Source: an optimization exercise on an open RTL-to-GDS flow (aim: small area, a short achievable clock period and few clock cycles). Production flows keep margins and buffers that such runs may drop.
At most, simulation tests tie the RTL to the original design; equivalence was not proved.
Only the layout flow was run in runs 2 to 4; the RTL was not checked for function there.
The clock port is modelled as an ideal driver, which makes a skipped or thinned clock tree look cheaper than it is; a real chip needs a root buffer or a tree.
Power and IR drop assume default switching activity.

==> flow/design.v, too long to show whole: its modules and the start of the top module <==
// module cl_inv: 1 lines
// module cl_nand2: 1 lines
// module cl_nor2: 1 lines
// module cl_xor2: 1 lines
// module cl_xnor2: 1 lines
// module cl_aoi21: 1 lines
// module cl_oai21: 1 lines
// module cl_mux2: 1 lines
// module cl_nand3: 1 lines
// module cl_nor3: 1 lines
// module cl_nand4: 1 lines
// module cl_ao2111: 1 lines
// module cl_dff: 1 lines
// module rv_add32c: 347 lines
// module rv_add11: 96 lines
// module rv_neq32: 71 lines
// module rv_isone32: 45 lines
// module rf_aoi3: 6 lines
// module rf_aoi2: 6 lines
// module rf_bit: 29 lines
// module regfile: 67 lines
// module rv_top: 246 lines
module rv_top (
    input               clk_i,
    input               rst_ni,
    output logic [31:0] addr_o,
    input        [31:0] instr_i,
    input        [31:0] data_i,
    output logic        data_we_o,
    output logic [31:0] data_o,
    output logic [31:0] data_addr_o
);
  // ...
==> flow/flow/run.sh <==
#!/bin/bash
# Layout flow: the standard flow (standard.sh: ORFS synthesis through
# final layout, unchanged constraints), with these settings changed:
#  - repair_timing is asked for a larger setup margin, so it keeps improving
#    paths beyond the 12 ns clock (the SDC and the clock are unchanged);
#  - clock tree synthesis clusters up to 25 flip-flops per leaf buffer and
#    inserts no dummy loads, which makes a smaller tree, from buf_12 cells;
#  - flow/cts_hook.tcl removes the tree's root buffer, so the clock port
#    drives the four first-level buffers directly;
#  - the input and output ports are buffered with buf_4 cells (the standard flow's flow
#    picks a delay cell for them).
# Each tool's output goes to the ORFS logs under orfs/logs/; the make output
# goes to standard.log in this folder.
set -e
bash standard.sh \
  SETUP_SLACK_MARGIN=8.7 \
  "CTS_ARGS=-sink_clustering_enable -repair_clock_nets -dont_use_dummy_load -buf_list sky130_fd_sc_hd__buf_12 -sink_clustering_size 25 -sink_clustering_max_diameter 100" \
  PRE_CTS_TCL=$PWD/flow/cts_hook.tcl \
  "BUFFER_PORTS_ARGS=-buffer_cell sky130_fd_sc_hd__buf_4" \
  finish > standard.log 2>&1
==> flow/flow/cts_hook.tcl <==
rename clock_tree_synthesis orig_clock_tree_synthesis
proc clock_tree_synthesis { args } {
  orig_clock_tree_synthesis {*}$args
  set block [ord::get_db_block]
  set port [$block findBTerm clk_i]
  if { $port == "NULL" } { puts "cts_hook: no clk_i port"; return }
  set pnet [$port getNet]
  set pins [$pnet getITerms]
  if { [llength $pins] != 1 } {
    puts "cts_hook: clk_i drives [llength $pins] pins, tree left as built"
    return
  }
  set root [[lindex $pins 0] getInst]
  set onet ""
  foreach it [$root getITerms] {
    if { [$it isOutputSignal] } { set onet [$it getNet] }
  }
  if { $onet == "" || $onet == "NULL" } { puts "cts_hook: root has no output net"; return }
  set loads {}
  foreach it [$onet getITerms] {
    if { [$it getInst] != $root } { lappend loads $it }
  }
  if { [llength $loads] > 4 || [llength $loads] == 0 || [llength [$onet getBTerms]] > 0 } {
    puts "cts_hook: root [$root getName] drives [llength $loads] pins, tree left as built"
    return
  }
  foreach it $loads {
    puts "cts_hook: [[$it getInst] getName] now driven by clk_i"
    $it disconnect
    $it connect $pnet
  }
  puts "cts_hook: removed root buffer [$root getName] ([[$root getMaster] getName])"
  odb::dbInst_destroy $root
  odb::dbNet_destroy $onet
}
==> flow/standard.sh <==
#!/bin/bash
# synth_recipe.tcl (not shown) runs the flow's synth.tcl, then flattens the netlist and writes it again
# the make line also repeats each setting of config.mk as NAME=value (left out here)
make -C /OpenROAD-flow-scripts/flow DESIGN_CONFIG=/design/flow/config.mk WORK_HOME=/design/flow/orfs CLKGATE_MAP_FILE= SYNTH_SCRIPT=/design/flow/synth_recipe.tcl "${@:-finish}"
==> flow/config.mk <==
export PLATFORM = sky130hd
export DESIGN_NAME = rv_top
export DESIGN_NICKNAME = rv_top
export VERILOG_FILES = /design/flow/design.v
export SDC_FILE = /design/flow/constraint.sdc
export NUM_CORES = 8
export LEC_CHECK = 0
export CAP_MARGIN = 20
export CORE_MARGIN = 2
export CORE_UTILIZATION = 40
export SETUP_SLACK_MARGIN = 0.5
export SLEW_MARGIN = 20
export SYNTH_HIERARCHICAL = 1
export SYNTH_MINIMUM_KEEP_SIZE = 0
==> flow/constraint.sdc <==
create_clock -name core_clock -period 12.0 [get_ports {clk_i}]
set_input_delay 2.4000 -clock core_clock [delete_from_list [all_inputs] [get_ports {clk_i}]]
set_output_delay 2.4000 -clock core_clock [all_outputs]
set_load 0.01 [all_outputs]
==> out/results.txt, run 1 <==
WL final = 184,000 um
gr usage total = 25.3%
metal2 WL = 85,800 um
Reg-to-Reg Start = ir_d[8]
FF-to-FF End = pc_f[11]
Hold Buf Count CTS = 0
GR peak layer = met2
Initial Util = 40.2%
fmax = 297 MHz
outcome = finished clean
Post-synth ARST share = 0%
largest family of logic cells by synthesized area = compound AO/OA/AOI/OAI gates
fillers = 11,905
PnR Total Power = 8660 uW
number of non-clock buffers in the layout = 274
Area contributors post-synth = edfxtp_1, a222oi_1, dfxtp_1
MaxCap Viol Count = 0
first-pass GRT wire length = 261,000 um
Final ANT Viol Nets = 0
Logic pwr share = 14.0%
Crit. End Element = output pin
Period Utilization, post-route = 28.1%
minimum clock period = 3370 ps
largest net degree at the start of global routing = 65
P_sw = 2280 uW
placed insts = 5,651
Testbench counts, summed over its fixed seeds: cycles 61,847.
==> module rv_top, before the edit <==
module rv_top (
    input               clk_i,
    input               rst_ni,
    output logic [31:0] addr_o,
    input        [31:0] instr_i,
    input        [31:0] data_i,
    output logic        data_we_o,
    output logic [31:0] data_o,
    output logic [31:0] data_addr_o
);
    logic [11:1] pc_f;           
    logic        v_d;            
    logic [31:0] ir_d;           
    logic [11:1] pc_d;           
    logic        byp_a_d;        
    logic        byp_b_d;        
    logic        imm_d;          
    logic        v_e;
    logic        wr_e, ld_e, st_e, br_e;
    logic        add_e, sub_e, and_e, or_e, lui_e;
    logic        dec_e;          
    logic [3:0]  fa_e, fb_e;     
    logic [ 4:0] rd_e;
    logic [31:0] a_e, b_e;       
    logic [11:0] simm_e;         
    logic [11:1] tgt_e;
    logic        wr_m, ld_m, st_m;
    logic [ 4:0] rd_m;
    logic [31:0] res_m, s_m;
    logic [31:0] addr_m;         
    logic        stall_d;        
    logic        redir_d;        
    logic        redir_e;        
    assign addr_o = {20'b0, pc_f, 1'b0};
    logic [11:1] tgt_f;
    rv_add11 u_tgt_f (
        .a_i ( pc_f ),
        .b_i ( {instr_i[7], instr_i[30:25], instr_i[11:8]} ),
        .s_o ( tgt_f )
    );
    logic        btb_v;
    logic [11:1] btb_pc, btb_tgt;
    logic [11:1] seq_f;
    logic        hit_f;
    logic        jmp_d;
    logic [11:1] tgt_d;
    assign seq_f = pc_f + 11'd2;
    assign hit_f = btb_v & (seq_f == btb_pc);
    always_ff @(posedge clk_i) begin
        if (!rst_ni) begin
            btb_v <= 1'b0;
        end else if (v_d && jmp_d) begin
            btb_v <= 1'b1;
        end
    end
    always_ff @(posedge clk_i) begin
        if (v_d && jmp_d) begin
            btb_pc  <= pc_d;
            btb_tgt <= tgt_d;
        end
    end
    logic [11:1] e2_f, e1_f, e0_f, next_f;
    always_comb begin
        if (redir_d)      e2_f = tgt_d;
        else if (stall_d) e2_f = pc_d;
        else if (hit_f)   e2_f = btb_tgt;
        else              e2_f = seq_f;
    end
    for (genvar i = 1; i < 12; i++) begin : g_red_f
        cl_mux2 u_mux (.a(e2_f[i]), .b(tgt_e[i]), .s(redir_e), .y(e1_f[i]));
    end
    assign e0_f = e1_f & {11{rst_ni}};
    logic [4:0] x_f;
    logic       n0_f, n1_f, nlate_f;
    logic [2:0] take_f;
    for (genvar k = 0; k < 5; k++) begin : g_x_f
        cl_xnor2 u_x (.a(instr_i[15+k]), .b(instr_i[20+k]), .y(x_f[k]));
    end
    cl_nand3 u_n0_f (.a(x_f[0]), .b(x_f[1]), .c(x_f[2]),    .y(n0_f));
    cl_nand3 u_n1_f (.a(x_f[3]), .b(x_f[4]), .c(instr_i[6]), .y(n1_f));
    assign nlate_f = ~rst_ni | redir_e | stall_d | redir_d;
    for (genvar j = 0; j < 3; j++) begin : g_take_f
        cl_nor3 u_take (.a(n0_f), .b(n1_f), .c(nlate_f), .y(take_f[j]));
    end
    for (genvar i = 1; i < 12; i++) begin : g_next_f
        cl_mux2 u_mux (.a(e0_f[i]), .b(tgt_f[i]), .s(take_f[(i-1)/4]), .y(next_f[i]));
    end
    always_ff @(posedge clk_i) begin
        pc_f <= next_f;
    end
    always_ff @(posedge clk_i) begin
        if (!rst_ni) begin
            v_d <= 1'b0;
        end else begin
            v_d <= ~redir_e & ~stall_d & ~redir_d;
        end
    end
    logic       byp_a_f, byp_b_f, imm_f;
    logic [3:0] lo_a_d, lo_b_d;
    logic [7:0] hi_a_d, hi_b_d;
    assign byp_a_f = v_e & wr_e & (rd_e == instr_i[19:15]);
    assign byp_b_f = v_e & wr_e & (rd_e == instr_i[24:20]);
    assign imm_f   = ~instr_i[5] | instr_i[2];            
    always_ff @(posedge clk_i) begin
        ir_d    <= instr_i;
        pc_d    <= pc_f;
        byp_a_d <= byp_a_f;
        byp_b_d <= byp_b_f;
        imm_d   <= imm_f;
        for (int i = 0; i < 4; i++) begin
            lo_a_d[i] <= (instr_i[16:15] == 2'(i));
            lo_b_d[i] <= (instr_i[21:20] == 2'(i));
        end
        for (int i = 0; i < 8; i++) begin
            hi_a_d[i] <= (instr_i[19:17] == 3'(i)) & ~byp_a_f;
            hi_b_d[i] <= (instr_i[24:22] == 3'(i)) & ~byp_b_f & ~imm_f;
        end
    end
    logic [6:0] op_d;
    logic [4:0] rs1_d, rs2_d, rd_d;
    logic [2:0] f3_d;
    assign op_d  = ir_d[6:0];
    assign rd_d  = ir_d[11:7];
    assign f3_d  = ir_d[14:12];
    assign rs1_d = ir_d[19:15];
    assign rs2_d = ir_d[24:20];
    logic is_br_d, is_lui_d, is_alu_d, is_r_d, is_ld_d, is_st_d;
    assign is_br_d  = op_d[6];
    assign is_lui_d = op_d[2];
    assign is_alu_d = op_d[4];                        
    assign is_r_d   = op_d[5] & op_d[4] & ~op_d[2];
    assign is_ld_d  = ~op_d[6] & ~op_d[5] & ~op_d[4];
    assign is_st_d  = ~op_d[6] &  op_d[5] & ~op_d[4];
    logic wr_d, use1_d, use2_d;
    assign wr_d   = (is_alu_d | is_ld_d) & (rd_d != 5'd0);
    assign use1_d = ~is_lui_d;
    assign use2_d = op_d[5] & ~op_d[2];                
    logic [31:0] immb_d;
    assign immb_d = is_lui_d ? {ir_d[31:12], 12'b0} : {{20{ir_d[31]}}, ir_d[31:20]};
    logic [31:0] wb_data;
    logic [31:0] a_d, b_d;
    assign wb_data = ld_m ? data_i : res_m;
    regfile #(.NA(1), .NB(2)) u_regfile (
        .clk_i    ( clk_i                ),
        .lo_a_i   ( lo_a_d               ),
        .hi_a_i   ( hi_a_d               ),
        .xa_en_i  ( byp_a_d & ~ld_m      ),
        .xa_i     ( res_m                ),
        .la_en_i  ( byp_a_d & ld_m       ),
        .la_i     ( data_i               ),
        .rd_a_o   ( a_d                  ),
        .lo_b_i   ( lo_b_d               ),
        .hi_b_i   ( hi_b_d               ),
        .xb_en_i  ( {byp_b_d & ~imm_d & ~ld_m, imm_d} ),
        .xb_i     ( {res_m, immb_d}      ),
        .lb_en_i  ( byp_b_d & ~imm_d & ld_m ),
        .lb_i     ( data_i               ),
        .rd_b_o   ( b_d                  ),
        .wa_i     ( rd_m                 ),
        .wd_i     ( wb_data              ),
        .we_i     ( wr_m                 )
    );
    assign jmp_d = is_br_d & (rs1_d == rs2_d);
    assign tgt_d = pc_d + {ir_d[7], ir_d[30:25], ir_d[11:8]};
    logic hit1_e, hit2_e;
    assign hit1_e  = v_e & wr_e & (rd_e == rs1_d);
    assign hit2_e  = v_e & wr_e & (rd_e == rs2_d);
    assign stall_d = v_d & ~jmp_d & ld_e & ((use1_d & hit1_e) | (use2_d & hit2_e));
    logic early_d, one_e;
    assign early_d = v_d & is_br_d & ~jmp_d & dec_e & ~fa_e[0] &
                     (((rs2_d == 5'd0) & hit1_e) | ((rs1_d == 5'd0) & hit2_e));
    assign redir_d = early_d & one_e;
    logic b30_d, zero3_d;
    assign b30_d   = ir_d[30];
    assign zero3_d = (f3_d == 3'b000);
    always_ff @(posedge clk_i) begin
        if (!rst_ni) begin
            v_e <= 1'b0;
        end else begin
            v_e <= v_d & ~stall_d & ~redir_e;
        end
    end
    always_ff @(posedge clk_i) begin
        wr_e   <= wr_d;
        ld_e   <= is_ld_d;
        st_e   <= is_st_d;
        br_e   <= is_br_d & ~jmp_d & ~early_d;
        dec_e  <= is_alu_d & ~op_d[5] & ~is_lui_d & zero3_d & (ir_d[31:20] == 12'hfff);
        lui_e  <= is_lui_d;
        add_e  <= is_ld_d | is_st_d | (is_alu_d & ~is_lui_d & zero3_d);
        sub_e  <= is_r_d & zero3_d & b30_d;
        and_e  <= is_alu_d & ~is_lui_d & (f3_d == 3'b111) & ~b30_d;
        or_e   <= is_alu_d & ~is_lui_d & (f3_d == 3'b110) & ~b30_d;
        rd_e   <= rd_d;
        a_e    <= a_d;
        b_e    <= b_d;
        simm_e <= {ir_d[31:25], ir_d[11:7]};
        tgt_e  <= tgt_d;
    end
    for (genvar j = 0; j < 4; j++) begin : g_fwd
        cl_dff u_fa (.clk(clk_i), .d(hit1_e),          .q(fa_e[j]));
        cl_dff u_fb (.clk(clk_i), .d(hit2_e & use2_d), .q(fb_e[j]));
    end
    logic [31:0] a_x, b_x, o_x, sum_e, res_e;
    for (genvar i = 0; i < 32; i++) begin : g_opnd
        assign a_x[i] = fa_e[i/8] ? res_m[i] : a_e[i];
        assign b_x[i] = fb_e[i/8] ? res_m[i] : b_e[i];
    end
    assign o_x = st_e ? {{20{simm_e[11]}}, simm_e} : b_x ^ {32{sub_e}};
    rv_add32c u_add (
        .a_i   ( a_x   ),
        .b_i   ( o_x   ),
        .cin_i ( sub_e ),
        .s_o   ( sum_e )
    );
    always_comb begin
        res_e = 32'b0;
        if (add_e)      res_e = sum_e;
        else if (and_e) res_e = a_x & b_x;
        else if (or_e)  res_e = a_x | b_x;
        else if (lui_e) res_e = b_e;
    end
    logic neq_e;
    rv_neq32 u_neq (.a_i(a_x), .b_i(b_x), .neq_o(neq_e));
    rv_isone32 u_one (.a_i(a_e), .one_o(one_e));
    assign redir_e = v_e & br_e & ~neq_e;
    always_ff @(posedge clk_i) begin
        if (!rst_ni) begin
            wr_m <= 1'b0;
            st_m <= 1'b0;
        end else begin
            wr_m <= v_e & wr_e;
            st_m <= v_e & st_e;
        end
    end
    always_ff @(posedge clk_i) begin
        ld_m  <= ld_e;
        rd_m  <= rd_e;
        res_m  <= res_e;
        addr_m <= sum_e;
        s_m    <= b_x;
    end
    assign data_we_o   = st_m;
    assign data_addr_o = addr_m;
    assign data_o      = s_m;
endmodule
==> run 2, diff against run 1 <==
--- a/flow/design.v
+++ b/flow/design.v
@@ -721,6 +721,6 @@
     logic [31:0] addr_m;         
-    logic        stall_d;        
     logic        redir_d;        
     logic        redir_e;        
-    assign addr_o = {20'b0, pc_f, 1'b0};
+    logic [11:1] pc_o;
+    assign addr_o = {20'b0, pc_o, 1'b0};
     logic [11:1] tgt_f;
@@ -752,9 +752,4 @@
     end
-    logic [11:1] e2_f, e1_f, e0_f, next_f;
-    always_comb begin
-        if (redir_d)      e2_f = tgt_d;
-        else if (stall_d) e2_f = pc_d;
-        else if (hit_f)   e2_f = btb_tgt;
-        else              e2_f = seq_f;
-    end
+    logic [11:1] e2_f, e1_f, e1d_f, e0_f, h_f, next_f;
+    assign e2_f = hit_f ? btb_tgt : seq_f;
     for (genvar i = 1; i < 12; i++) begin : g_red_f
@@ -762,3 +757,6 @@
     end
-    assign e0_f = e1_f & {11{rst_ni}};
+    for (genvar i = 1; i < 12; i++) begin : g_redd_f
+        cl_mux2 u_mux (.a(e1_f[i]), .b(tgt_d[i]), .s(redir_d), .y(e1d_f[i]));
+    end
+    assign e0_f = e1d_f & {11{rst_ni}};
     logic [4:0] x_f;
@@ -771,3 +769,3 @@
     cl_nand3 u_n1_f (.a(x_f[3]), .b(x_f[4]), .c(instr_i[6]), .y(n1_f));
-    assign nlate_f = ~rst_ni | redir_e | stall_d | redir_d;
+    assign nlate_f = ~rst_ni | redir_e | redir_d;
     for (genvar j = 0; j < 3; j++) begin : g_take_f
@@ -775,4 +773,6 @@
     end
+    logic hold_f;
     for (genvar i = 1; i < 12; i++) begin : g_next_f
-        cl_mux2 u_mux (.a(e0_f[i]), .b(tgt_f[i]), .s(take_f[(i-1)/4]), .y(next_f[i]));
+        cl_mux2 u_hold (.a(e0_f[i]), .b(pc_o[i]), .s(hold_f), .y(h_f[i]));
+        cl_mux2 u_mux (.a(h_f[i]), .b(tgt_f[i]), .s(take_f[(i-1)/4]), .y(next_f[i]));
     end
@@ -781,2 +781,5 @@
     end
+    for (genvar i = 1; i < 12; i++) begin : g_pc_o
+        cl_dff u_ff (.clk(clk_i), .d(next_f[i]), .q(pc_o[i]));
+    end
     always_ff @(posedge clk_i) begin
@@ -785,3 +788,3 @@
         end else begin
-            v_d <= ~redir_e & ~stall_d & ~redir_d;
+            v_d <= ~redir_e & ~redir_d & ~hold_f;
         end
@@ -794,2 +797,7 @@
     assign imm_f   = ~instr_i[5] | instr_i[2];            
+    logic ldu_f;
+    assign ldu_f = v_d & is_ld_d & wr_d & ~(~n0_f & ~n1_f) &                  
+                   ((~instr_i[2] & (rd_d == instr_i[19:15])) |               
+                    (instr_i[5] & ~instr_i[2] & (rd_d == instr_i[24:20])));   
+    assign hold_f = ldu_f & ~nlate_f;
     always_ff @(posedge clk_i) begin
@@ -858,5 +866,4 @@
     assign hit2_e  = v_e & wr_e & (rd_e == rs2_d);
-    assign stall_d = v_d & ~jmp_d & ld_e & ((use1_d & hit1_e) | (use2_d & hit2_e));
     logic early_d, one_e;
-    assign early_d = v_d & is_br_d & ~jmp_d & dec_e & ~fa_e[0] &
+    assign early_d = v_d & is_br_d & ~jmp_d & dec_e &
                      (((rs2_d == 5'd0) & hit1_e) | ((rs1_d == 5'd0) & hit2_e));
@@ -870,3 +877,3 @@
         end else begin
-            v_e <= v_d & ~stall_d & ~redir_e;
+            v_e <= v_d & ~redir_e;
         end
@@ -915,3 +922,3 @@
     rv_neq32 u_neq (.a_i(a_x), .b_i(b_x), .neq_o(neq_e));
-    rv_isone32 u_one (.a_i(a_e), .one_o(one_e));
+    rv_isone32 u_one (.a_i(a_x), .one_o(one_e));
     assign redir_e = v_e & br_e & ~neq_e;
--- a/flow/config.mk
+++ b/flow/config.mk
@@ -9,3 +9,3 @@
 export CORE_MARGIN = 2
-export CORE_UTILIZATION = 40
+export CORE_UTILIZATION = 30
 export SETUP_SLACK_MARGIN = 0.5
==> out/results.txt, run 2 <==
share of cells above drive strength 1 = 17.9% (was 16.9%)
PnR Total Power = 8830 uW (was 8660 uW)
Slew Limit Fails = 0 (unchanged)
synthesis warning total = 10 (unchanged)
Hold Path Cell Cnt = 0 (unchanged)
clock insertion delay at the later pin of the skew report = 450 ps (was 500 ps)
detailed-placement wirelength estimate = 125,000 um (was 118,000 um)
unique cell type count in the Yosys netlist = 68 (was 62)
Top reg by flops = u_regfile.reg_array (unchanged)
I/O Pins = 163 (unchanged)
hold_sp = ld_e (unchanged)
Core Area = 182,000 sq um (was 135,000 sq um)
nets = 4,062 (was 4,038)
hold crit path type = reg2reg (unchanged)
worst slew pin tran = 1020 ps (was 1120 ps)
final setup violation count = 0 (unchanged)
Final Wtd Congestion = 0.900 (was 0.957)
outcome = finished clean (unchanged)
via count = 38,707 (was 38,298)
Seq cells post-synth = 1,315 (was 1,304)
Pleak = 0.0206 uW (was 0.0203 uW)
Gate Count Post-Synth = 3,748 (was 3,730)
Post-synth ARST share = 0% (unchanged)
commonest non-fill, non-tap cell in the layout = edfxtp_1 (unchanged)
first-pass GRT wire length = 269,000 um (was 261,000 um)
CP Launch Type = input port (was flip-flop)
max reg flops = 992 (unchanged)
WL final = 192,000 um (was 184,000 um)
EDFF count, synth = 1,014 (unchanged)
largest net degree at the start of global routing = 65 (unchanged)
GRT overflow = 0 (unchanged)
mean post-synth cell area = 14.7 sq um (was 14.6 sq um)
first-pass detailed-route iteration total = 15 (was 14)
vias in the first global route = 36,695 (was 36,795)
CP Class = in2reg (was reg2out)
Post-Syn Area = 55,000 sq um (was 54,400 sq um)
PnR worst setup slack = 8060 ps (was 8630 ps)
pwr dens = 143 nW/um^2 (about the same)
Place WS = 7120 ps (was 7810 ps)
Site Rows = 157 (was 135)
Hold Buf Count CTS = 0 (unchanged)
fmax = 254 MHz (was 297 MHz)
crit-path max FO = 6 (was 1)
sequential area share after synthesis = 66.4% (was 66.6%)
DRT iter0 DRCs = 9,048 (was 7,644)
clk sinks = 1,315 (was 1,304)
gr usage total = 19.6% (was 25.3%)
setup_tns = 0 ps (unchanged)
port bufs = 138 (unchanged)
Final Skew = 69.5 ps (was 81.8 ps)
commonest cells in the netlist = edfxtp_1, a222oi_1, dfxtp_1, nand2_1, nor2_1 (unchanged)
cells on worst reg2reg path = 12 (unchanged)
Worst EP arrival = 4280 ps (was 970 ps)
final hold violations = 0 (unchanged)
Period Utilization, post-route = 32.8% (was 28.1%)
most common cell in the netlist = edfxtp_1 (unchanged)
# DRC = 0 (unchanged)
WHS = 341 ps (was 372 ps)
worst vdd ir = 0.127 mV (was 0.131 mV)
Primary FF master, synth = edfxtp_1 (unchanged)
RSZ-0062 raised after global routing = yes (unchanged)
cell taking the most area after synthesis = edfxtp_1 (unchanged)
initial antenna violation count = 7 (was 6)
die area = 187,000 sq um (was 139,000 sq um)
MaxCap Viol Count = 0 (unchanged)
Vert. Die Dim = 432 um (was 373 um)
Crit. End Element = flip-flop (was output pin)
vias per cell = 6.08 (was 6.67)
routed len/inst = 30.1 um (was 32.1 um)
Crit path required time = 12,340 ps (was 9600 ps)
minimum clock period = 3940 ps (was 3370 ps)
Initial Util = 30.1% (was 40.2%)
Max-slew headroom = 32.1% (was 25.3%)
Die X = 432 um (was 373 um)
crit path launch = instr_i[15] (was addr_m[15])
clk slew on worst S/H paths = 100 ps (about the same)
post-synth top area share = 55.4% (was 55.9%)
area delta synth->final = 12.7% (was 11.0%)
Reg-to-Reg Start = pc_f[2] (was ir_d[8])
Area contributors post-synth = edfxtp_1, a222oi_1, dfxtp_1 (unchanged)
most frequent cells in the layout = edfxtp_1, a222oi_1, dfxtp_1, nand2_1, buf_4 (was edfxtp_1, a222oi_1, dfxtp_1, buf_4, nand2_1)
Final ANT Viol Nets = 0 (unchanged)
-- run 2: repair_timing --
action | CTS | global route
gates cloned | 1 | 0
endpoints found under the setup margin | 142 | 127
buffers inserted | 29 | 10
hold endpoints to repair | 0 | 0
pin swaps | 9 | 5
resized for setup | 245 | 65
-- run 2: Yosys stat by module (local to each module, per instance), a selection --
module,flops+latches,cells inside,copies in the design
rv_add11,0,11,1
cl_nand4,0,1,128
cl_nand2,0,1,97
cl_mux2,0,1,44
cl_oai21,0,1,57
cl_nor3,0,1,3
rf_aoi2,0,1,32
rf_aoi3,0,1,672
cl_nor2,0,1,101
cl_xor2,0,1,69
-- run 2: metal layers --
layer | wire, um | track usage [%] | vias to the layer above
met3 | 22300 | 4.98 | 335
met1 | 71400 | 24.7 | 19361
li1 | - | - | 16420
met4 | 6910 | 6.27 | 0
met2 | 91300 | 32.7 | 2591
met5 | 0 | 0 | -
-- run 2: power by group --
| part | total [uW] | internal [uW] | switching [uW] |
|---|---|---|---|
| Combinational | 1290 | 458 | 836 |
| Sequential | 5420 | 5260 | 161 |
| Clock | 2110 | 750 | 1360 |
-- run 2: final timing paths --
check,end,slack [ps]
worst max-delay path,pc_f[9],8060
worst min register to register,ld_m,340
worst min-delay path,ld_m,340
worst max register to register,g_pc_o[8].u_ff.q,8190
-- run 2: layout make-up --
cell class	instances	area, sq um
Clock buffer	58	1160
Antenna cell	2	5.00
Fill cell	17462	121000
Sequential cell	1315	36600
Inverter	135	510
Timing Repair Buffer	284	2600
Multi-Input combinational cell	2190	18100
Tap cell	2385	2980
-- run 2: kinds of logic (layout without fill, tap and decap cells) --
kind of cell | count (synthesis) | count (layout) | synth area share (%)
other cells | 1 | 23 | 0.00682
xor+xnor | 216 | 216 | 3.44
flops | 1315 | 1315 | 66.4
buf+inv | 263 | 477 | 2.31
compound gates | 1055 | 1055 | 17.6
simple gates | 734 | 734 | 6.64
mux | 152 | 152 | 3.32
fa+ha+maj | 12 | 12 | 0.287
-- run 2: through the flow --
| stage | utilization, % | cells | area, sq um |
|---|---|---|---|
| finish | 33.9 | 6369 | 61900 |
| floorplan | - | 3768 | 55100 |
| CTS | 33.8 | 6356 | 61600 |
| global route | 33.9 | 6367 | 61900 |
| detailed placement | 32.5 | 6268 | 59300 |
| global placement | 32.5 | 6268 | 59300 |
-- run 2: worst max-delay path, stage by stage --
cell	delay (ps)
buf_12	120
xnor2_4	140
nand4_1	110
or3_4	390
o31ai_4	80
and3b_4	300
buf_12	150
mux2_4	300
mux2_4	280
==> run 3, diff against run 2 <==
--- a/flow/config.mk
+++ b/flow/config.mk
@@ -9,3 +9,3 @@
 export CORE_MARGIN = 2
-export CORE_UTILIZATION = 30
+export CORE_UTILIZATION = 40
 export SETUP_SLACK_MARGIN = 0.5
==> out/results.txt, run 3 <==
outcome = finished clean (unchanged)
Multi-input gate area = 17,900 sq um (was 18,100 sq um)
area delta synth->final = 10.5% (was 12.7%)
Crit path required time = 12,330 ps (was 12,340 ps)
Final ANT Viol Nets = 0 (unchanged)
Finished Cell Area = 60,700 sq um (was 61,900 sq um)
Hold Buf Count CTS = 0 (unchanged)
synthesis warning total = 10 (unchanged)
clk slew on worst S/H paths = 100 ps (about the same)
WL final = 185,000 um (was 192,000 um)
first-pass GRT wire length = 261,000 um (was 269,000 um)
Gate Count Post-Synth = 3,748 (unchanged)
fillers = 12,205 (was 17,462)
final setup violation count = 0 (unchanged)
clk sinks = 1,315 (unchanged)
GRT overflow = 0 (unchanged)
Primary FF master, synth = edfxtp_1 (unchanged)
Core Area = 137,000 sq um (was 182,000 sq um)
routed len/inst = 32.2 um (was 30.1 um)
Crit. End Element = flip-flop (unchanged)
crit-path max FO = 6 (unchanged)
Die X = 375 um (was 432 um)
Worst EP arrival = 4220 ps (was 4280 ps)
commonest cells in the netlist = edfxtp_1, a222oi_1, dfxtp_1, nand2_1, nor2_1 (unchanged)
die area = 140,000 sq um (was 187,000 sq um)
Vert. Die Dim = 375 um (was 432 um)
detailed-placement wirelength estimate = 119,000 um (was 125,000 um)
Post-synth ARST share = 0% (unchanged)
max reg flops = 992 (unchanged)
gr usage total = 25.2% (was 19.6%)
cell taking the most area after synthesis = edfxtp_1 (unchanged)
Slew Limit Fails = 0 (unchanged)
vias in the first global route = 36,803 (was 36,695)
Pleak = 0.0204 uW (was 0.0206 uW)
DRT iter0 DRCs = 8,639 (was 9,048)
MaxCap Viol Count = 0 (unchanged)
crit-path max cell delay = 390 ps (about the same)
Seq cells post-synth = 1,315 (unchanged)
I/O Pins = 163 (unchanged)
vias per cell = 6.68 (was 6.08)
most common cell in the netlist = edfxtp_1 (unchanged)
unique cell type count in the Yosys netlist = 68 (unchanged)
hold crit path type = reg2reg (unchanged)
Period Utilization, post-route = 32.4% (was 32.8%)
Area contributors post-synth = edfxtp_1, a222oi_1, dfxtp_1 (unchanged)
Top reg by flops = u_regfile.reg_array (unchanged)
worst vdd ir = 0.130 mV (was 0.127 mV)
share of cells above drive strength 1 = 17.2% (was 17.9%)
Final Wtd Congestion = 0.949 (was 0.900)
Site Rows = 136 (was 157)
port bufs = 138 (unchanged)
largest net degree at the start of global routing = 65 (unchanged)
pwr dens = 144 nW/um^2 (was 143 nW/um^2)
placed cell areas = 58,600 sq um (was 59,300 sq um)
worst slew pin tran = 1070 ps (was 1020 ps)
commonest non-fill, non-tap cell in the layout = edfxtp_1 (unchanged)
# DRC = 0 (unchanged)
post-synth top area share = 55.4% (unchanged)
CP Cell Sequence = buf_12 -> xnor2_2 -> nand4_1 -> or3_4 -> o31ai_4 -> and3b_4 -> buf_12 -> mux2_4 -> mux2_4 (was buf_12 -> xnor2_4 -> nand4_1 -> or3_4 -> o31ai_4 -> and3b_4 -> buf_12 -> mux2_4 -> mux2_4)
Post-Syn Area = 55,000 sq um (unchanged)
Max-slew headroom = 28.9% (was 32.1%)
EDFF count, synth = 1,014 (unchanged)
final hold violations = 0 (unchanged)
fmax = 257 MHz (was 254 MHz)
setup_tns = 0 ps (unchanged)
mean post-synth cell area = 14.7 sq um (unchanged)
initial antenna violation count = 6 (was 7)
CP Launch Type = input port (unchanged)
Crit-path slowest cell = or3_4 (unchanged)
CP Class = in2reg (unchanged)
first-pass detailed-route iteration total = 13 (was 15)
via count = 38,431 (was 38,707)
nets = 4,041 (was 4,062)
minimum clock period = 3890 ps (was 3940 ps)
Final Skew = 72.6 ps (was 69.5 ps)
clock insertion delay at the later pin of the skew report = 490 ps (was 450 ps)
Initial Util = 40.1% (was 30.1%)
most frequent cells in the layout = edfxtp_1, a222oi_1, dfxtp_1, nand2_1, buf_4 (unchanged)
RSZ-0062 raised after global routing = yes (unchanged)
sequential standard cell area = 36,600 sq um (about the same)
sequential area share after synthesis = 66.4% (unchanged)
run 3: cell counts after synthesis:
Identical to the previous run, type by type.
run 3: path summary, 6_finish.rpt:
path | startpoint | endpoint | slack (ps) | cells past startpoint
setup / recovery | instr_i[17] | pc_f[5] | 8110 | 9
hold / removal | ld_e | ld_m | 330 | 0
setup reg to reg | g_fwd[2].u_fb.q | g_pc_o[10].u_ff.q | 8180 | 16
hold reg to reg | ld_e | ld_m | 330 | 0
run 3: timing repair:
| action | 4_1_cts | 5_1_grt |
|---|---|---|
| setup buffers | 11 | 5 |
| gates cloned | 1 | 0 |
| pin swaps | 7 | 2 |
| gates resized for setup | 200 | 69 |
| endpoints found under the setup margin | 125 | 120 |
run 3: per-module statistics from Yosys, one instance, submodules excluded, a selection:
module    cells  copies in the design  flops+latches
cl_inv        1                    61              0
cl_nand4      1                   128              0
cl_nor3       1                     3              0
cl_nand3      1                    66              0
cl_dff        1                    19              1
rf_aoi3       1                   672              0
cl_xnor2      1                    53              0
run 3: layout make-up:
class,count,area share (%)
Antenna cell,1,0.00412
Clock buffer,57,1.88
Inverter,135,0.840
Multi-Input combinational cell,2190,29.4
Sequential cell,1315,60.3
Tap cell,1794,3.70
Timing Repair Buffer,264,3.89
run 3: cells by family (layout without fill, tap and decap cells):
logic type               after synthesis  in the layout  synth area share [%]
XOR/XNOR                             216            216                  3.44
other                                  1             22               0.00682
AO/OA/AOI/OAI                       1055           1055                  17.6
multiplexers                         152            152                  3.32
flip-flops                          1315           1315                  66.4
AND/OR/NAND/NOR                      734            734                  6.64
adder cells (fa/ha/maj)               12             12                 0.287
buffers and inverters                263            456                  2.31
run 3: critical path: cells and delay by family:
| kind | cells | cell delay, ps |
|---|---|---|
| and+or+nand+nor | 3 | 800 |
| muxes | 2 | 580 |
| buffers and inverters | 2 | 270 |
| xor gates and xnor gates | 1 | 110 |
| AOI/OAI and AO/OA | 1 | 70 |
run 3: metrics by stage:
step | hold slack [ps] | power (uW) | setup WS, ps | cells | util (%)
3_5_place_dp | 315 | 6610 | 7090 | 5681 | 42.8
2_1_floorplan | 310 | 6180 | 7710 | 3768 | -
5_1_grt | 340 | 8990 | 8050 | 5755 | 44.3
6_report | 330 | 8730 | 8110 | 5756 | 44.3
3_3_place_gp | 314 | 6580 | 7120 | 5681 | 42.8
4_1_cts | 331 | 8710 | 8100 | 5750 | 44.2
run 3: power by group:
part / total, uW / switching, uW / internal [uW]
combinational: 1230 / 798 / 429
sequential: 5400 / 146 / 5260
clock: 2100 / 1360 / 738
run 3: metal layers:
layer / vias to the layer above / routed length, um / global-route usage (%)
met5: - / 81 / 0
met4: 8 / 6110 / 7.94
met2: 2585 / 86100 / 41.1
met1: 19109 / 68700 / 32.4
met3: 348 / 24300 / 7.33
li1: 16381 / - / -
==> module rf_bit, before the edit <==
module rf_bit #(
    parameter int N = 33
) (
    input  [N-1:0] q,
    input  [N-1:0] sel,
    input          lq,
    input          ls,
    output         o
);
    localparam int G = N / 3;            
    localparam int R = N % 3;            
    logic [10:0] n;
    for (genvar g = 0; g < G; g++) begin : g_aoi
        rf_aoi3 u_aoi (
            .a0 ( q[3*g]   ), .b0 ( sel[3*g]   ),
            .a1 ( q[3*g+1] ), .b1 ( sel[3*g+1] ),
            .a2 ( q[3*g+2] ), .b2 ( sel[3*g+2] ),
            .y  ( n[g]     )
        );
    end
    if (R == 2) begin : g_r2
        rf_aoi2 u_aoi (.a0(q[3*G]), .b0(sel[3*G]), .a1(q[3*G+1]), .b1(sel[3*G+1]), .y(n[G]));
    end
    logic [2:0] m;
    cl_nand4 u_m0 (.a(n[0]), .b(n[1]), .c(n[2]),  .d(n[3]), .y(m[0]));
    cl_nand4 u_m1 (.a(n[4]), .b(n[5]), .c(n[6]),  .d(n[7]), .y(m[1]));
    cl_nand3 u_m2 (.a(n[8]), .b(n[9]), .c(n[10]),           .y(m[2]));
    cl_ao2111 u_o (.a1(lq), .a2(ls), .b(m[0]), .c(m[1]), .d(m[2]), .y(o));
endmodule
==> module regfile, before the edit <==
module regfile #(
    parameter int NA = 1,
    parameter int NB = 2
) (
    input               clk_i,
    input        [ 3:0] lo_a_i,
    input        [ 7:0] hi_a_i,
    input        [NA-1:0]      xa_en_i,
    input        [NA-1:0][31:0] xa_i,
    input               la_en_i,         
    input        [31:0] la_i,
    output logic [31:0] rd_a_o,
    input        [ 3:0] lo_b_i,
    input        [ 7:0] hi_b_i,
    input        [NB-1:0]      xb_en_i,
    input        [NB-1:0][31:0] xb_i,
    input               lb_en_i,
    input        [31:0] lb_i,
    output logic [31:0] rd_b_o,
    input        [ 4:0] wa_i,
    input        [31:0] wd_i,
    input               we_i
);
    logic [31:0] reg_array [31:1];
    for (genvar i = 1; i < 32; i++) begin : g_reg
        always_ff @(posedge clk_i) begin
            if (we_i && (wa_i == 5'(i))) begin
                reg_array[i] <= wd_i;
            end
        end
    end
    logic [31:1] sel_a, sel_b;
    always_comb begin
        for (int i = 1; i < 32; i++) begin
            sel_a[i] = lo_a_i[i % 4] & hi_a_i[i / 4];
            sel_b[i] = lo_b_i[i % 4] & hi_b_i[i / 4];
        end
    end
    for (genvar b = 0; b < 32; b++) begin : g_bit
        logic [31:1] col;
        for (genvar i = 1; i < 32; i++) begin : g_col
            assign col[i] = reg_array[i][b];
        end
        logic [NA-1:0] xa_b;
        logic [NB-1:0] xb_b;
        for (genvar j = 0; j < NA; j++) begin : g_xa
            assign xa_b[j] = xa_i[j][b];
        end
        for (genvar j = 0; j < NB; j++) begin : g_xb
            assign xb_b[j] = xb_i[j][b];
        end
        rf_bit #(.N(31 + NA)) u_rd_a (
            .q   ( {col, xa_b}      ),
            .sel ( {sel_a, xa_en_i} ),
            .lq  ( la_i[b]          ),
            .ls  ( la_en_i          ),
            .o   ( rd_a_o[b]        )
        );
        rf_bit #(.N(31 + NB)) u_rd_b (
            .q   ( {col, xb_b}      ),
            .sel ( {sel_b, xb_en_i} ),
            .lq  ( lb_i[b]          ),
            .ls  ( lb_en_i          ),
            .o   ( rd_b_o[b]        )
        );
    end
endmodule
==> run 4, diff against run 3 <==
--- a/flow/design.v
+++ b/flow/design.v
@@ -21,4 +21,2 @@
 module cl_nor3  (input a, b, c, output y);           assign y = ~(a | b | c);          endmodule
-module cl_nand4 (input a, b, c, d, output y);        assign y = ~(a & b & c & d);      endmodule
-module cl_ao2111 (input a1, a2, b, c, d, output y);  assign y = (a1 & a2) | b | c | d; endmodule
 module cl_dff   (input clk, d, output logic q);      always_ff @(posedge clk) q <= d;  endmodule
@@ -600,4 +598,2 @@
     input  [N-1:0] sel,
-    input          lq,
-    input          ls,
     output         o
@@ -606,3 +602,3 @@
     localparam int R = N % 3;            
-    logic [10:0] n;
+    logic [G + (R > 0) - 1:0] n;
     for (genvar g = 0; g < G; g++) begin : g_aoi
@@ -617,12 +613,10 @@
         rf_aoi2 u_aoi (.a0(q[3*G]), .b0(sel[3*G]), .a1(q[3*G+1]), .b1(sel[3*G+1]), .y(n[G]));
+    end else if (R == 1) begin : g_r1
+        assign n[G] = ~(q[3*G] & sel[3*G]);
     end
-    logic [2:0] m;
-    cl_nand4 u_m0 (.a(n[0]), .b(n[1]), .c(n[2]),  .d(n[3]), .y(m[0]));
-    cl_nand4 u_m1 (.a(n[4]), .b(n[5]), .c(n[6]),  .d(n[7]), .y(m[1]));
-    cl_nand3 u_m2 (.a(n[8]), .b(n[9]), .c(n[10]),           .y(m[2]));
-    cl_ao2111 u_o (.a1(lq), .a2(ls), .b(m[0]), .c(m[1]), .d(m[2]), .y(o));
+    assign o = ~&n;
 endmodule
 module regfile #(
-    parameter int NA = 1,
-    parameter int NB = 2
+    parameter int NA = 2,
+    parameter int NB = 3
 ) (
@@ -633,4 +627,2 @@
     input        [NA-1:0][31:0] xa_i,
-    input               la_en_i,         
-    input        [31:0] la_i,
     output logic [31:0] rd_a_o,
@@ -640,4 +632,2 @@
     input        [NB-1:0][31:0] xb_i,
-    input               lb_en_i,
-    input        [31:0] lb_i,
     output logic [31:0] rd_b_o,
@@ -678,4 +668,2 @@
             .sel ( {sel_a, xa_en_i} ),
-            .lq  ( la_i[b]          ),
-            .ls  ( la_en_i          ),
             .o   ( rd_a_o[b]        )
@@ -685,4 +673,2 @@
             .sel ( {sel_b, xb_en_i} ),
-            .lq  ( lb_i[b]          ),
-            .ls  ( lb_en_i          ),
             .o   ( rd_b_o[b]        )
@@ -707,2 +693,3 @@
     logic        byp_b_d;        
+    logic        ldu_d;          
     logic        imm_d;          
@@ -721,6 +708,6 @@
     logic [31:0] addr_m;         
+    logic        stall_d;        
     logic        redir_d;        
     logic        redir_e;        
-    logic [11:1] pc_o;
-    assign addr_o = {20'b0, pc_o, 1'b0};
+    assign addr_o = {20'b0, pc_f, 1'b0};
     logic [11:1] tgt_f;
@@ -752,4 +739,8 @@
     end
-    logic [11:1] e2_f, e1_f, e1d_f, e0_f, h_f, next_f;
-    assign e2_f = hit_f ? btb_tgt : seq_f;
+    logic [11:1] e2_f, e1_f, e1d_f, e0_f, next_f;
+    always_comb begin
+        if (stall_d)      e2_f = pc_d;
+        else if (hit_f)   e2_f = btb_tgt;
+        else              e2_f = seq_f;
+    end
     for (genvar i = 1; i < 12; i++) begin : g_red_f
@@ -769,3 +760,3 @@
     cl_nand3 u_n1_f (.a(x_f[3]), .b(x_f[4]), .c(instr_i[6]), .y(n1_f));
-    assign nlate_f = ~rst_ni | redir_e | redir_d;
+    assign nlate_f = ~rst_ni | redir_e | stall_d | redir_d;
     for (genvar j = 0; j < 3; j++) begin : g_take_f
@@ -773,6 +764,4 @@
     end
-    logic hold_f;
     for (genvar i = 1; i < 12; i++) begin : g_next_f
-        cl_mux2 u_hold (.a(e0_f[i]), .b(pc_o[i]), .s(hold_f), .y(h_f[i]));
-        cl_mux2 u_mux (.a(h_f[i]), .b(tgt_f[i]), .s(take_f[(i-1)/4]), .y(next_f[i]));
+        cl_mux2 u_mux (.a(e0_f[i]), .b(tgt_f[i]), .s(take_f[(i-1)/4]), .y(next_f[i]));
     end
@@ -781,5 +770,2 @@
     end
-    for (genvar i = 1; i < 12; i++) begin : g_pc_o
-        cl_dff u_ff (.clk(clk_i), .d(next_f[i]), .q(pc_o[i]));
-    end
     always_ff @(posedge clk_i) begin
@@ -788,3 +774,3 @@
         end else begin
-            v_d <= ~redir_e & ~redir_d & ~hold_f;
+            v_d <= ~redir_e & ~stall_d & ~redir_d;
         end
@@ -798,6 +784,5 @@
     logic ldu_f;
-    assign ldu_f = v_d & is_ld_d & wr_d & ~(~n0_f & ~n1_f) &                  
+    assign ldu_f = v_d & is_ld_d & wr_d &
                    ((~instr_i[2] & (rd_d == instr_i[19:15])) |               
                     (instr_i[5] & ~instr_i[2] & (rd_d == instr_i[24:20])));   
-    assign hold_f = ldu_f & ~nlate_f;
     always_ff @(posedge clk_i) begin
@@ -808,2 +793,3 @@
         imm_d   <= imm_f;
+        ldu_d   <= ldu_f;
         for (int i = 0; i < 4; i++) begin
@@ -841,3 +827,3 @@
     assign wb_data = ld_m ? data_i : res_m;
-    regfile #(.NA(1), .NB(2)) u_regfile (
+    regfile #(.NA(2), .NB(3)) u_regfile (
         .clk_i    ( clk_i                ),
@@ -845,6 +831,4 @@
         .hi_a_i   ( hi_a_d               ),
-        .xa_en_i  ( byp_a_d & ~ld_m      ),
-        .xa_i     ( res_m                ),
-        .la_en_i  ( byp_a_d & ld_m       ),
-        .la_i     ( data_i               ),
+        .xa_en_i  ( {byp_a_d & ld_m, byp_a_d & ~ld_m} ),
+        .xa_i     ( {data_i, res_m}      ),
         .rd_a_o   ( a_d                  ),
@@ -852,6 +836,4 @@
         .hi_b_i   ( hi_b_d               ),
-        .xb_en_i  ( {byp_b_d & ~imm_d & ~ld_m, imm_d} ),
-        .xb_i     ( {res_m, immb_d}      ),
-        .lb_en_i  ( byp_b_d & ~imm_d & ld_m ),
-        .lb_i     ( data_i               ),
+        .xb_en_i  ( {byp_b_d & ~imm_d & ld_m, byp_b_d & ~imm_d & ~ld_m, imm_d} ),
+        .xb_i     ( {data_i, res_m, immb_d} ),
         .rd_b_o   ( b_d                  ),
@@ -866,2 +848,3 @@
     assign hit2_e  = v_e & wr_e & (rd_e == rs2_d);
+    assign stall_d = v_d & ~jmp_d & ldu_d;
     logic early_d, one_e;
@@ -877,3 +860,3 @@
         end else begin
-            v_e <= v_d & ~redir_e;
+            v_e <= v_d & ~stall_d & ~redir_e;
         end
--- a/flow/config.mk
+++ b/flow/config.mk
@@ -9,3 +9,3 @@
 export CORE_MARGIN = 2
-export CORE_UTILIZATION = 40
+export CORE_UTILIZATION = 30
 export SETUP_SLACK_MARGIN = 0.5
==> out/results.txt, run 4 <==
Area contributors post-synth = edfxtp_1, a222oi_1, dfxtp_1 (unchanged)
Reg-to-Reg Start = ir_d[2] (was g_fwd[2].u_fb.q)
fmax = 296 MHz (was 257 MHz)
port bufs = 138 (unchanged)
clk slew on worst S/H paths = 100 ps (about the same)
initial antenna violation count = 20 (was 6)
Post-Syn Area = 54,500 sq um (was 55,000 sq um)
pwr dens = 143 nW/um^2 (was 144 nW/um^2)
DRT iter0 DRCs = 12,677 (was 8,639)
MaxCap Viol Count = 0 (unchanged)
Gate Count Post-Synth = 3,774 (was 3,748)
most common cell in the netlist = edfxtp_1 (unchanged)
CP Cell Sequence = buf_6 (was buf_12 -> xnor2_2 -> nand4_1 -> or3_4 -> o31ai_4 -> and3b_4 -> buf_12 -> mux2_4 -> mux2_4)
CP Class = reg2out (was in2reg)
Reg2Reg Setup Slack = 8760 ps (was 8180 ps)
cells on worst reg2reg path = 7 (was 16)
largest net degree at the start of global routing = 65 (unchanged)
Die X = 430 um (was 375 um)
routed len/inst = 37.7 um (was 32.2 um)
WHS = 343 ps (was 330 ps)
crit-path max FO = 2 (was 6)
vias per cell = 6.71 (was 6.68)
clk sinks = 1,305 (was 1,315)
detailed-placement wirelength estimate = 134,000 um (was 119,000 um)
setup_tns = 0 ps (unchanged)
Worst EP arrival = 980 ps (was 4220 ps)
Site Rows = 156 (was 136)
CP Launch Type = flip-flop (was input port)
hold_sp = ld_e (unchanged)
Hold Path Cell Cnt = 0 (unchanged)
vias in the first global route = 40,321 (was 36,803)
met3 GRT Util = 11.5% (was 7.33%)
crit-path max cell delay = 380 ps (was 390 ps)
synthesis warning total = 10 (unchanged)
met1 Use GR = 29.5% (was 32.4%)
Slew Limit Fails = 0 (unchanged)
Pleak = 0.0205 uW (was 0.0204 uW)
family with the most delay on the worst path = flip-flops (was simple AND/OR/NAND/NOR gates)
commonest cells in the netlist = edfxtp_1, a222oi_1, dfxtp_1, nand2_1, nor2_1 (unchanged)
Final ANT Viol Nets = 0 (unchanged)
die area = 185,000 sq um (was 140,000 sq um)
mean post-synth cell area = 14.4 sq um (was 14.7 sq um)
Buf/Inv on CP = 1 (was 2)
final hold violations = 0 (unchanged)
minimum clock period = 3380 ps (was 3890 ps)
GRT overflow = 0 (unchanged)
crit path launch = pc_f[10] (was instr_i[17])
Post-synth ARST share = 0% (unchanged)
PnR Total Power = 8830 uW (was 8730 uW)
max reg flops = 992 (unchanged)
RSZ-0062 raised after global routing = yes (unchanged)
Crit. End Element = output pin (was flip-flop)
Final Skew = 76.2 ps (was 72.6 ps)
Crit-path slowest cell = dfxtp_4 (was or3_4)
EDFF count, synth = 1,014 (unchanged)
I/O Pins = 163 (unchanged)
Initial Util = 30.2% (was 40.1%)
clock insertion delay at the later pin of the skew report = 510 ps (was 490 ps)
Primary FF master, synth = edfxtp_1 (unchanged)
hold crit path type = reg2reg (unchanged)
Core Area = 181,000 sq um (was 137,000 sq um)
share of cells above drive strength 1 = 18.4% (was 17.2%)
most frequent cells in the layout = edfxtp_1, a222oi_1, buf_4, dfxtp_1, nand2_1 (was edfxtp_1, a222oi_1, dfxtp_1, nand2_1, buf_4)
M2 GR Usage = 36.2% (was 41.1%)
Final Wtd Congestion = 0.931 (was 0.949)
Vert. Die Dim = 430 um (was 375 um)
outcome = finished clean (unchanged)
worst vdd ir = 0.142 mV (was 0.130 mV)
Top reg by flops = u_regfile.reg_array (unchanged)
first-pass GRT wire length = 321,000 um (was 261,000 um)
Max-slew headroom = 28.8% (was 28.9%)
post-synth top area share = 55.9% (was 55.4%)
final setup violation count = 0 (unchanged)
sequential area share after synthesis = 66.5% (was 66.4%)
Hold Buf Count CTS = 0 (unchanged)
# DRC = 0 (unchanged)
Period Utilization, post-route = 28.1% (was 32.4%)
Seq cells post-synth = 1,305 (was 1,315)
WL final = 241,000 um (was 185,000 um)
nets = 4,087 (was 4,041)
area delta synth->final = 12.9% (was 10.5%)
via count = 42,822 (was 38,431)
worst slew pin tran = 1070 ps (about the same)
gr usage total = 24.7% (was 25.2%)
hold path endpoint = ld_m (unchanged)
first-pass detailed-route iteration total = 15 (was 13)
FF-to-FF End = b_e[23] (was g_pc_o[10].u_ff.q)
cell taking the most area after synthesis = edfxtp_1 (unchanged)
Crit path required time = 9600 ps (was 12,330 ps)
commonest non-fill, non-tap cell in the layout = edfxtp_1 (unchanged)
GR peak layer = met2 (unchanged)
unique cell type count in the Yosys netlist = 66 (was 68)
[run 4: routing by layer]
| layer | share of wire (%) | vias up |
|---|---|---|
| met5 | 0.23 | - |
| met1 | 33 | 20858 |
| met2 | 42 | 4335 |
| li1 | - | 16548 |
| met4 | 7.7 | 30 |
| met3 | 18 | 1051 |
[run 4: repair_timing]
item | CTS | global route
resized for setup | 168 | 105
hold endpoints to repair | 0 | 0
pin swaps | 14 | 21
buffers inserted | 24 | 14
setup endpoints to repair | 106 | 99
[run 4: cells by family after synthesis]
| kind of cell | after synthesis | synth area share (%) |
|---|---|---|
| buffers and inverters | 265 | 2.29 |
| flip-flops | 1305 | 66.5 |
| AO/OA/AOI/OAI | 1040 | 17.1 |
| multiplexers | 129 | 2.75 |
| other | 1 | 0.00688 |
| adder cells (fa/ha/maj) | 12 | 0.289 |
| AND/OR/NAND/NOR | 808 | 7.48 |
| XOR/XNOR | 214 | 3.52 |
[run 4: how the worst max path moves through the flow]
stage / end / slack, ps / cells past startpoint
2_1_floorplan: pc_f[10] / 8390 / 8
3_3_place_gp: pc_f[10] / 7690 / 13
3_5_place_dp: pc_f[10] / 7650 / 13
4_1_cts: addr_o[9] / 8620 / 1
5_1_grt: addr_o[9] / 8600 / 1
6_report: addr_o[10] / 8620 / 1
[run 4: cell type report]
class	instances	area, sq um
multi-input cells	2224	18000
repair buffers	286	2460
fillers	17455	119000
well taps	2370	2970
clock buffers	58	1160
diodes	7	17.5
flip-flops and latches	1305	36400
inverters	134	507
[run 4: power by group]
group | switching [uW] | total [uW] | internal (uW)
clock network | 1400 | 2150 | 750
logic | 811 | 1240 | 427
registers | 222 | 5440 | 5220
[run 4: per-stage QoR]
stage | std cells | cell area, sq um | worst slack [ps] | utilization (%)
global placement | 6281 | 59100 | 7690 | 32.7
floorplan | 3794 | 54700 | 8390 | -
global route | 6380 | 61500 | 8600 | 34.1
CTS | 6363 | 61000 | 8620 | 33.8
detailed placement | 6281 | 59100 | 7650 | 32.7
finish | 6384 | 61600 | 8620 | 34.1
[run 4: modules after synthesis, one instance, submodules excluded, a selection]
module	copies in the design	cells inside	area, sq um
cl_aoi21	38	1	8.76
cl_inv	61	1	3.75
cl_mux2	33	1	15.0
cl_nand3	2	1	5.00
cl_nor3	3	1	10.0
cl_xnor2	53	1	8.76
cl_xor2	69	1	8.76
rv_add11	1	11	82.6
rv_add32c	1	32	240

port drivers added, routing unchanged:
Ports are ideal in the flow. The routed layouts listed here were re-timed in OpenROAD.
Step 1: set_driving_cell puts a clkbuf_16 on clk_i and a buf_2 on each other input, an assumption about the parent block.
Step 2, shift: input delay + t, output delay - t, t = (earliest + latest rising clock arrival at the registers) / 2. This alone moves slack from input paths to output paths.
Three values: ideal ports, drivers, drivers and shift; two values: the first two.
| run | t (ns) | slack for setup (ns) | worst register clock-pin slew, ns |
|---|---|---|---|
| run 1 | 0.599 | 8.631 / 8.487 / 8.248 | 0.11 / 0.11 |
| run 2 | 0.584 | 8.062 / 8.152 / 7.568 | 0.11 / 0.11 |
| run 3 | 0.607 | 8.109 / 8.183 / 7.605 | 0.11 / 0.11 |
| run 4 | 0.629 | 8.622 / 8.463 / 8.116 | 0.11 / 0.11 |
After both steps every run listed still meets setup and hold. For run 4, which loses most, drivers alone change the setup slack by -0.159 ns; drivers and shift together by -0.506 ns.
